What follows belongs to an exercise in optimizing a design on an open flow for small area; a production flow would make more cautious choices.
The RTL was checked by simulation tests, not by an equivalence proof against the original design.
Power figures rest on the tool's default switching activity, not on a simulated workload.

== the reference run ==
==> module uart_stopwatch, before the edit <==
module uart_stopwatch (
    input        clk,
    input        rst,
    input        btn_R,
    input        btn_L,
    input        btn_U,
    input        rx,
    output       tx,
    output [3:0] fnd_com,
    output [7:0] fnd_data
);
    reg [2:0] bcnt;
    wire      btick = (bcnt == 3'b110);
    always @(posedge clk, posedge rst) begin
        if (rst) bcnt <= 3'b010;
        else bcnt <= {bcnt[1:0], ~bcnt[2] & (bcnt[0] | ~bcnt[1])};
    end
    localparam [7:0] R_IDLE = 8'h9B, R_DONE = 8'h99, R_FIRST = 8'h08;
    reg  [7:0] rc;
    reg  [7:0] rxd;   
    wire       r_wait   = (rc == R_IDLE) | (rc == R_DONE);
    wire       rx_done  = (rc == R_DONE);
    wire       r_start  = (rc[7:5] == 3'd0);   
    wire       r_sample = btick & (rc[3:0] == 4'hF) & (rc[7:4] != 4'h0) & ~r_wait;
    always @(posedge clk, posedge rst) begin
        if (rst) rc <= R_IDLE;
        else if (r_wait) rc <= rx ? R_IDLE : R_FIRST;
        else rc <= rc + {7'd0, btick};
    end
    always @(posedge clk) begin
        if (r_sample) rxd <= {rx, r_start ? 7'd0 : rxd[7:1]};
    end
    reg  [7:0] tc;
    reg        busy;
    reg        tx_reg;
    reg  [7:0] dbuf;
    wire       t_idle = (tc[7:4] == 4'h1);
    wire       t_start_bit = ~tc[7] & (tc[6:4] == 3'd7);
    wire       txE;
    wire       t_go = t_idle & ~txE;
    always @(posedge clk, posedge rst) begin
        if (rst) begin
            tc     <= 8'h10;
            busy   <= 1'b0;
            tx_reg <= 1'b1;
        end else begin
            if (t_idle) tc <= txE ? 8'h10 : 8'h70;
            else tc <= tc + {7'd0, btick};
            busy   <= ~t_idle;
            tx_reg <= tc[7] ? dbuf[tc[6:4]] : ~t_start_bit;
        end
    end
    assign tx = tx_reg;
    reg  [3:0] H, B, T, Y;
    reg        cpend, wfix;
    reg  [127:0] ring;   
    wire rxE = (T == B);
    wire rxF = (T == {~B[3], B[2:0]});
    assign txE = (B == H);
    wire txF = (B == {~H[3], H[2:0]});
    wire incT = rx_done & ~rxF;
    wire incB = ~rxE & ~txF;
    wire incH = ~busy & ~txE;
    wire [3:0] Yn = Y + 4'd1;
    wire cap = cpend & busy & (Yn == H);
    wire ins = (Y == T) & (~(rxF & txF) | cap) & ~(cpend & ~busy);
    wire cpend_next = t_go | (cpend & ~cap);
    always @(posedge clk, posedge rst) begin
        if (rst) begin
            H <= 4'd0;
            B <= 4'd0;
            T <= 4'd0;
            Y <= 4'd0;
            cpend <= 1'b0;
            wfix  <= 1'b0;
        end else begin
            H <= H + {3'd0, incH};
            B <= B + {3'd0, incB};
            T <= T + {3'd0, incT};
            Y <= Yn;
            cpend <= cpend_next;
            wfix  <= cpend_next & (wfix | incT);
        end
    end
    always @(posedge clk) begin
        ring <= {ring[119:0], (ins | (cap & wfix)) ? rxd : ring[127:120]};
        if (cap) dbuf <= ring[127:120];
    end
    reg [1:0] cmd;
    always @(posedge clk, posedge rst) begin
        if (rst) cmd <= 2'd0;
        else if (rxE | r_start) cmd <= 2'd0;
        else if (rxd == 8'h72) cmd <= 2'd1;
        else if (rxd == 8'h6D) cmd <= 2'd2;
        else if (rxd == 8'h63) cmd <= 2'd3;
        else cmd <= 2'd0;
    end
    reg [2:0] dR, dL, dU;
    always @(posedge clk, posedge rst) begin
        if (rst) begin
            dR <= 3'd0;
            dL <= 3'd0;
            dU <= 3'd0;
        end else begin
            dR <= {btn_R & (dR[1] | dR[2]), btn_R & dR[0], btn_R & ~dR[2]};
            dL <= {btn_L & (dL[1] | dL[2]), btn_L & dL[0], btn_L & ~dL[2]};
            dU <= {btn_U & (dU[1] | dU[2]), btn_U & dU[0], btn_U & ~dU[2]};
        end
    end
    wire i_run   = (dR == 3'b110) | (cmd == 2'd1);
    wire i_mode  = (dU == 3'b110) | (cmd == 2'd2);
    wire i_clear = (dL == 3'b110) | (cmd == 2'd3);
    reg clr, mode, pause;
    always @(posedge clk, posedge rst) begin
        if (rst) begin
            clr   <= 1'b0;
            mode  <= 1'b0;
            pause <= 1'b0;
        end else if (clr) begin
            clr <= 1'b0;
        end else begin
            clr   <= i_clear;
            mode  <= mode ^ i_mode;
            pause <= pause ^ i_run;
        end
    end
    reg  [4:0] pc;
    wire       ptick = (pc == 5'd31);
    always @(posedge clk, posedge rst) begin
        if (rst) pc <= 5'd0;
        else if (~pause & clr) pc <= 5'd0;
        else pc <= pc + {3'd0, ~pause & ptick, ~pause & ~ptick};   
    end
    reg [4:0] j0, j1, j2, j3;
    wire up = ~mode;
    wire e0 = up ? (j0[4] & ~j0[3]) : (~j0[4] & ~j0[0]);
    wire e1 = up ? (j1[4] & ~j1[3]) : (~j1[4] & ~j1[0]);
    wire e2 = up ? (j2[4] & ~j2[3]) : (~j2[4] & ~j2[0]);
    wire [4:0] s0 = up ? {j0[3:0], ~j0[4]} : {~j0[0], j0[4:1]};
    wire [4:0] s1 = up ? {j1[3:0], ~j1[4]} : {~j1[0], j1[4:1]};
    wire [4:0] s2 = up ? {j2[3:0], ~j2[4]} : {~j2[0], j2[4:1]};
    wire [4:0] s3 = up ? {j3[3:0], ~j3[4]} : {~j3[0], j3[4:1]};
    always @(posedge clk, posedge rst) begin
        if (rst) begin
            j0 <= 5'd0;
            j1 <= 5'd0;
            j2 <= 5'd0;
            j3 <= 5'd0;
        end else if (clr) begin
            j0 <= 5'd0;
            j1 <= 5'd0;
            j2 <= 5'd0;
            j3 <= 5'd0;
        end else if (ptick) begin
            j0 <= s0;
            if (e0) j1 <= s1;
            if (e0 & e1) j2 <= s2;
            if (e0 & e1 & e2) j3 <= s3;
        end
    end
    reg [3:0] ph;
    reg [1:0] sel;
    wire ph_last = ph[0] & ~ph[1] & ~ph[3];
    always @(posedge clk, posedge rst) begin
        if (rst) begin
            ph  <= 4'b1001;
            sel <= 2'd0;
        end else begin
            ph <= {ph[2:0], (ph[0] & ~ph[1]) | (~ph[0] & ~ph[3]) | (ph[0] & ph[3])};
            sel <= sel + {1'b0, ph_last};
        end
    end
    reg [4:0] dig;
    always @(*) begin
        case (sel)
            2'd0: dig = j0;
            2'd1: dig = j1;
            2'd2: dig = j2;
            default: dig = j3;
        endcase
    end
    wire [4:0] q = dig;
    wire [6:0] seg;
    assign seg[0] = (q[0] & ~q[1]) | (q[3] & ~q[4]);
    assign seg[1] = q[1] & q[4];
    assign seg[2] = q[1] & ~q[2];
    assign seg[3] = seg[0] | (~q[1] & q[2]);
    assign seg[4] = (q[0] & ~q[1]) | (q[0] & q[2]) | (~q[1] & q[2]) | (~q[3] & q[4]);
    assign seg[5] = (~q[1] & q[2]) | (q[0] & ~q[3]);
    assign seg[6] = ~q[1] & (q[2] | ~q[4]);
    assign fnd_data = {1'b1, seg};
    assign fnd_com  = ~(4'b0001 << sel);
endmodule
clock: 20.0 ns
lec_check: 0
cap_margin: 20
core_margin: 2
core_utilization: 50
slew_margin: 20
standard.sh (not shown) runs the stock make flow with config.mk's settings and CLKGATE_MAP_FILE= SYNTH_SCRIPT=/design/flow/synth_recipe.tcl, a recipe that flattens the netlist after the stock synthesis.
==> flow/flow/run.sh <==
#!/bin/bash
# The standard layout (standard.sh) with three changes:
#  - synthesis maps the logic with the area-oriented ABC script flow/area.abc
#    (registers are mapped before ABC, exactly as in the standard synthesis);
#  - clock tree synthesis adds no dummy loads;
#  - the port buffers are the smallest buffer cell.
set -euo pipefail
W=$PWD
cat flow/abc_override.tcl synth_recipe.tcl > synth_recipe_area.tcl
sed "s#SYNTH_SCRIPT=[^ ]*#SYNTH_SCRIPT=$W/synth_recipe_area.tcl#" standard.sh > standard_area.sh
export MY_ABC_SCRIPT=$W/flow/area.abc
export CTS_ARGS="-sink_clustering_enable -repair_clock_nets -dont_use_dummy_load -sink_clustering_size 12 -sink_clustering_max_diameter 40 -buf_list sky130_fd_sc_hd__clkbuf_4"
export BUFFER_PORTS_ARGS="-buffer_cell sky130_fd_sc_hd__buf_1"
bash standard_area.sh > standard_flow.log 2>&1
==> flow/flow/abc_override.tcl <==
# Prepended to the standard flow's synthesis script: every abc call runs the ABC script
# named by MY_ABC_SCRIPT (an area-oriented mapping) instead of ORFS's.
# Registers are mapped before abc runs, so they are the standard synthesis's.
proc abc {args} {
  set i [lsearch $args -script]
  if { $i >= 0 && [info exists ::env(MY_ABC_SCRIPT)] } {
    set args [lreplace $args [expr {$i + 1}] [expr {$i + 1}] $::env(MY_ABC_SCRIPT)]
  }
  yosys abc {*}$args
}
==> flow/flow/area.abc <==
&get -n
&st
&dc2
&syn3
&synch2
&if -K 6 -a
&mfs
&st
&dch -f
&nf -a -R 2000
&put
### the reference run -> the trial run
-- flow/design.v --
<<< the reference run, line 53
    end
    assign tx = tx_reg;
    reg  [3:0] H, B, T, Y;
    reg        cpend, wfix;
    reg  [127:0] ring;   
>>> the trial run, line 53
    end
    assign tx = tx_reg;
    reg  [3:0] H, B, T, Y, C;
    reg        cpend, wfix;
    reg  [127:0] ring;   
<<< the reference run, line 63
    wire incB = ~rxE & ~txF;
    wire incH = ~busy & ~txE;
    wire [3:0] Yn = Y + 4'd1;
    wire cap = cpend & busy & (Yn == H);
    wire ins = (Y == T) & (~(rxF & txF) | cap) & ~(cpend & ~busy);
    wire cpend_next = t_go | (cpend & ~cap);
    always @(posedge clk, posedge rst) begin
>>> the trial run, line 63
    wire incB = ~rxE & ~txF;
    wire incH = ~busy & ~txE;
    wire cap = cpend & (Y == C);          
    wire ins = (Y == T) & (~(rxF & txF) | cap);
    wire cpend_next = t_go | (cpend & ~cap);
    always @(posedge clk, posedge rst) begin
<<< the reference run, line 79
            B <= B + {3'd0, incB};
            T <= T + {3'd0, incT};
            Y <= Yn;
            cpend <= cpend_next;
            wfix  <= cpend_next & (wfix | incT);
>>> the trial run, line 78
            B <= B + {3'd0, incB};
            T <= T + {3'd0, incT};
            Y <= Y + 4'd1;
            cpend <= cpend_next;
            wfix  <= cpend_next & (wfix | incT);
<<< the reference run, line 86
    always @(posedge clk) begin
        ring <= {ring[119:0], (ins | (cap & wfix)) ? rxd : ring[127:120]};
        if (cap) dbuf <= ring[127:120];
    end
>>> the trial run, line 85
    always @(posedge clk) begin
        ring <= {ring[119:0], (ins | (cap & wfix)) ? rxd : ring[127:120]};
        if (t_go) C <= H;
        if (cap) dbuf <= ring[127:120];
    end
--- outcome ---
Diff the reference run -> the trial run: post-placement cell area rose by about 1.3%; worst setup slack rose by 10 ps. On number of cells in the design after placement, the trial run and the reference run are neck and neck. The trial run against the reference run: share of the clock period used by the worst path neither gained nor lost much, violation count after the first detailed-route iteration saw an increase, total number of vias climbed 20, clock network power share climbed 0.2 points. Higher post-layout utilization of the core was reported by the reference run, not the trial run. The trial run vs the reference run on post-synthesis compound-gate area fraction: the trial run is the lower one. Flop count, the reference run -> the trial run: increased. Between the reference run and the trial run, the number of gates given a new drive strength after cts figures differ only marginally.

========
## the baseline
The RTL this note starts from:
==> flow/design.v <==
`timescale 1ns / 1ps
module uart_stopwatch (
    input        clk,
    input        rst,
    input        btn_R,
    input        btn_L,
    input        btn_U,
    input        rx,
    output       tx,
    output [3:0] fnd_com,
    output [7:0] fnd_data
);
    reg [2:0] bcnt;
    wire      btick = (bcnt == 3'b110);
    always @(posedge clk, posedge rst) begin
        if (rst) bcnt <= 3'b010;
        else bcnt <= {bcnt[1:0], ~bcnt[2] & (bcnt[0] | ~bcnt[1])};
    end
    localparam [7:0] R_IDLE = 8'h9B, R_DONE = 8'h99, R_FIRST = 8'h08;
    reg  [7:0] rc;
    reg  [7:0] rxd;   
    wire       r_wait   = (rc == R_IDLE) | (rc == R_DONE);
    wire       rx_done  = (rc == R_DONE);
    wire       r_start  = (rc[7:5] == 3'd0);   
    wire       r_sample = btick & (rc[3:0] == 4'hF) & (rc[7:4] != 4'h0) & ~r_wait;
    always @(posedge clk, posedge rst) begin
        if (rst) rc <= R_IDLE;
        else if (r_wait) rc <= rx ? R_IDLE : R_FIRST;
        else rc <= rc + {7'd0, btick};
    end
    always @(posedge clk) begin
        if (r_sample) rxd <= {rx, r_start ? 7'd0 : rxd[7:1]};
    end
    reg  [7:0] tc;
    reg        busy;
    reg        tx_reg;
    reg  [7:0] dbuf;
    wire       t_idle = (tc[7:4] == 4'h1);
    wire       t_start_bit = ~tc[7] & (tc[6:4] == 3'd7);
    wire       txE;
    wire       t_go = t_idle & ~txE;
    always @(posedge clk, posedge rst) begin
        if (rst) begin
            tc     <= 8'h10;
            busy   <= 1'b0;
            tx_reg <= 1'b1;
        end else begin
            if (t_idle) tc <= txE ? 8'h10 : 8'h70;
            else tc <= tc + {7'd0, btick};
            busy   <= ~t_idle;
            tx_reg <= tc[7] ? dbuf[tc[6:4]] : ~t_start_bit;
        end
    end
    assign tx = tx_reg;
    reg  [3:0] H, B, T, Y, C;
    reg        cpend, wfix;
    reg  [127:0] ring;   
    wire rxE = (T == B);
    wire rxF = (T == {~B[3], B[2:0]});
    assign txE = (B == H);
    wire txF = (B == {~H[3], H[2:0]});
    wire incT = rx_done & ~rxF;
    wire incB = ~rxE & ~txF;
    wire incH = ~busy & ~txE;
    wire cap = cpend & (Y == C);          
    wire ins = (Y == T) & (~(rxF & txF) | cap);
    wire cpend_next = t_go | (cpend & ~cap);
    always @(posedge clk, posedge rst) begin
        if (rst) begin
            H <= 4'd0;
            B <= 4'd0;
            T <= 4'd0;
            Y <= 4'd0;
            cpend <= 1'b0;
            wfix  <= 1'b0;
        end else begin
            H <= H + {3'd0, incH};
            B <= B + {3'd0, incB};
            T <= T + {3'd0, incT};
            Y <= Y + 4'd1;
            cpend <= cpend_next;
            wfix  <= cpend_next & (wfix | incT);
        end
    end
    always @(posedge clk) begin
        ring <= {ring[119:0], (ins | (cap & wfix)) ? rxd : ring[127:120]};
        if (t_go) C <= H;
        if (cap) dbuf <= ring[127:120];
    end
    reg [1:0] cmd;
    always @(posedge clk, posedge rst) begin
        if (rst) cmd <= 2'd0;
        else if (rxE | r_start) cmd <= 2'd0;
        else if (rxd == 8'h72) cmd <= 2'd1;
        else if (rxd == 8'h6D) cmd <= 2'd2;
        else if (rxd == 8'h63) cmd <= 2'd3;
        else cmd <= 2'd0;
    end
    reg [2:0] dR, dL, dU;
    always @(posedge clk, posedge rst) begin
        if (rst) begin
            dR <= 3'd0;
            dL <= 3'd0;
            dU <= 3'd0;
        end else begin
            dR <= {btn_R & (dR[1] | dR[2]), btn_R & dR[0], btn_R & ~dR[2]};
            dL <= {btn_L & (dL[1] | dL[2]), btn_L & dL[0], btn_L & ~dL[2]};
            dU <= {btn_U & (dU[1] | dU[2]), btn_U & dU[0], btn_U & ~dU[2]};
        end
    end
    wire i_run   = (dR == 3'b110) | (cmd == 2'd1);
    wire i_mode  = (dU == 3'b110) | (cmd == 2'd2);
    wire i_clear = (dL == 3'b110) | (cmd == 2'd3);
    reg clr, mode, pause;
    always @(posedge clk, posedge rst) begin
        if (rst) begin
            clr   <= 1'b0;
            mode  <= 1'b0;
            pause <= 1'b0;
        end else if (clr) begin
            clr <= 1'b0;
        end else begin
            clr   <= i_clear;
            mode  <= mode ^ i_mode;
            pause <= pause ^ i_run;
        end
    end
    reg  [4:0] pc;
    wire       ptick = (pc == 5'd31);
    always @(posedge clk, posedge rst) begin
        if (rst) pc <= 5'd0;
        else if (~pause & clr) pc <= 5'd0;
        else pc <= pc + {3'd0, ~pause & ptick, ~pause & ~ptick};   
    end
    reg [4:0] j0, j1, j2, j3;
    wire up = ~mode;
    wire e0 = up ? (j0[4] & ~j0[3]) : (~j0[4] & ~j0[0]);
    wire e1 = up ? (j1[4] & ~j1[3]) : (~j1[4] & ~j1[0]);
    wire e2 = up ? (j2[4] & ~j2[3]) : (~j2[4] & ~j2[0]);
    wire [4:0] s0 = up ? {j0[3:0], ~j0[4]} : {~j0[0], j0[4:1]};
    wire [4:0] s1 = up ? {j1[3:0], ~j1[4]} : {~j1[0], j1[4:1]};
    wire [4:0] s2 = up ? {j2[3:0], ~j2[4]} : {~j2[0], j2[4:1]};
    wire [4:0] s3 = up ? {j3[3:0], ~j3[4]} : {~j3[0], j3[4:1]};
    always @(posedge clk, posedge rst) begin
        if (rst) begin
            j0 <= 5'd0;
            j1 <= 5'd0;
            j2 <= 5'd0;
            j3 <= 5'd0;
        end else if (clr) begin
            j0 <= 5'd0;
            j1 <= 5'd0;
            j2 <= 5'd0;
            j3 <= 5'd0;
        end else if (ptick) begin
            j0 <= s0;
            if (e0) j1 <= s1;
            if (e0 & e1) j2 <= s2;
            if (e0 & e1 & e2) j3 <= s3;
        end
    end
    reg [3:0] ph;
    reg [1:0] sel;
    wire ph_last = ph[0] & ~ph[1] & ~ph[3];
    always @(posedge clk, posedge rst) begin
        if (rst) begin
            ph  <= 4'b1001;
            sel <= 2'd0;
        end else begin
            ph <= {ph[2:0], (ph[0] & ~ph[1]) | (~ph[0] & ~ph[3]) | (ph[0] & ph[3])};
            sel <= sel + {1'b0, ph_last};
        end
    end
    reg [4:0] dig;
    always @(*) begin
        case (sel)
            2'd0: dig = j0;
            2'd1: dig = j1;
            2'd2: dig = j2;
            default: dig = j3;
        endcase
    end
    wire [4:0] q = dig;
    wire [6:0] seg;
    assign seg[0] = (q[0] & ~q[1]) | (q[3] & ~q[4]);
    assign seg[1] = q[1] & q[4];
    assign seg[2] = q[1] & ~q[2];
    assign seg[3] = seg[0] | (~q[1] & q[2]);
    assign seg[4] = (q[0] & ~q[1]) | (q[0] & q[2]) | (~q[1] & q[2]) | (~q[3] & q[4]);
    assign seg[5] = (~q[1] & q[2]) | (q[0] & ~q[3]);
    assign seg[6] = ~q[1] & (q[2] | ~q[4]);
    assign fnd_data = {1'b1, seg};
    assign fnd_com  = ~(4'b0001 << sel);
endmodule
Settings: LEC_CHECK=0, CAP_MARGIN=20, CORE_MARGIN=2, CORE_UTILIZATION=50, PLACE_DENSITY=0.75, SLEW_MARGIN=20; clock period 20.0 ns.
Scripts as last shown in full above: flow/flow/run.sh, flow/flow/abc_override.tcl, flow/flow/area.abc
## Diff of input files: the candidate against the baseline
diff --git a/flow/design.v b/flow/design.v
--- a/flow/design.v
+++ b/flow/design.v
@@ -52,7 +52,7 @@
         end
     end
     assign tx = tx_reg;
-    reg  [3:0] H, B, T, Y, C;
+    reg  [3:0] H, B, T, Y;
     reg        cpend, wfix;
     reg  [127:0] ring;   
     wire rxE = (T == B);
@@ -62,8 +62,9 @@
     wire incT = rx_done & ~rxF;
     wire incB = ~rxE & ~txF;
     wire incH = ~busy & ~txE;
-    wire cap = cpend & (Y == C);          
-    wire ins = (Y == T) & (~(rxF & txF) | cap);
+    wire [3:0] Yn = Y + 4'd1;
+    wire cap = cpend & busy & (Yn == H);
+    wire ins = (Y == T) & (~(rxF & txF) | cap) & ~(cpend & ~busy);
     wire cpend_next = t_go | (cpend & ~cap);
     always @(posedge clk, posedge rst) begin
         if (rst) begin
@@ -77,14 +78,13 @@
             H <= H + {3'd0, incH};
             B <= B + {3'd0, incB};
             T <= T + {3'd0, incT};
-            Y <= Y + 4'd1;
+            Y <= Yn;
             cpend <= cpend_next;
             wfix  <= cpend_next & (wfix | incT);
         end
     end
     always @(posedge clk) begin
         ring <= {ring[119:0], (ins | (cap & wfix)) ? rxd : ring[127:120]};
-        if (t_go) C <= H;
         if (cap) dbuf <= ring[127:120];
     end
     reg [1:0] cmd;
--- outcome ---
As far as number of cells upsized or downsized after cts is concerned, the candidate and the baseline perform about the same. Met1 track utilization from global routing (higher): the candidate. Summary of the candidate over the baseline: length of routed met3 wiring now sits higher, sequential cell count of the final layout now sits lower, post-layout minimum cycle time now sits higher, via count now sits higher. Cell area after layout: the candidate better than the baseline. Area growth from synthesis to layout (the candidate over the baseline): increase, 0.26 points.

[what the ideal ports hide]
Ports are ideal in the flow. The routed layouts listed here were re-timed in OpenROAD.
Step 1 assumes that a clkbuf_16 drives the clock port and a buf_2 every other input.
Step 2 also shifts input and output timing later by t, the mid clock arrival at the registers, as if the neighbouring blocks saw the same clock.
a / b / c = no drivers / after step 1 / after step 2; a / b = the first two.
run | t (ns) | setup WS [ns] | latest minus earliest clock arrival (ns)
the reference run | 0.645 | 13.512 / 13.477 / 14.122 | 0.091 / 0.091
the trial run | 0.627 | 13.522 / 13.489 / 14.117 | 0.103 / 0.103
the baseline | 0.597 | 13.513 / 13.481 / 14.078 | 0.085 / 0.085
the candidate | 0.639 | 13.410 / 13.377 / 14.016 | 0.068 / 0.067
After both steps every run listed still meets setup and hold.
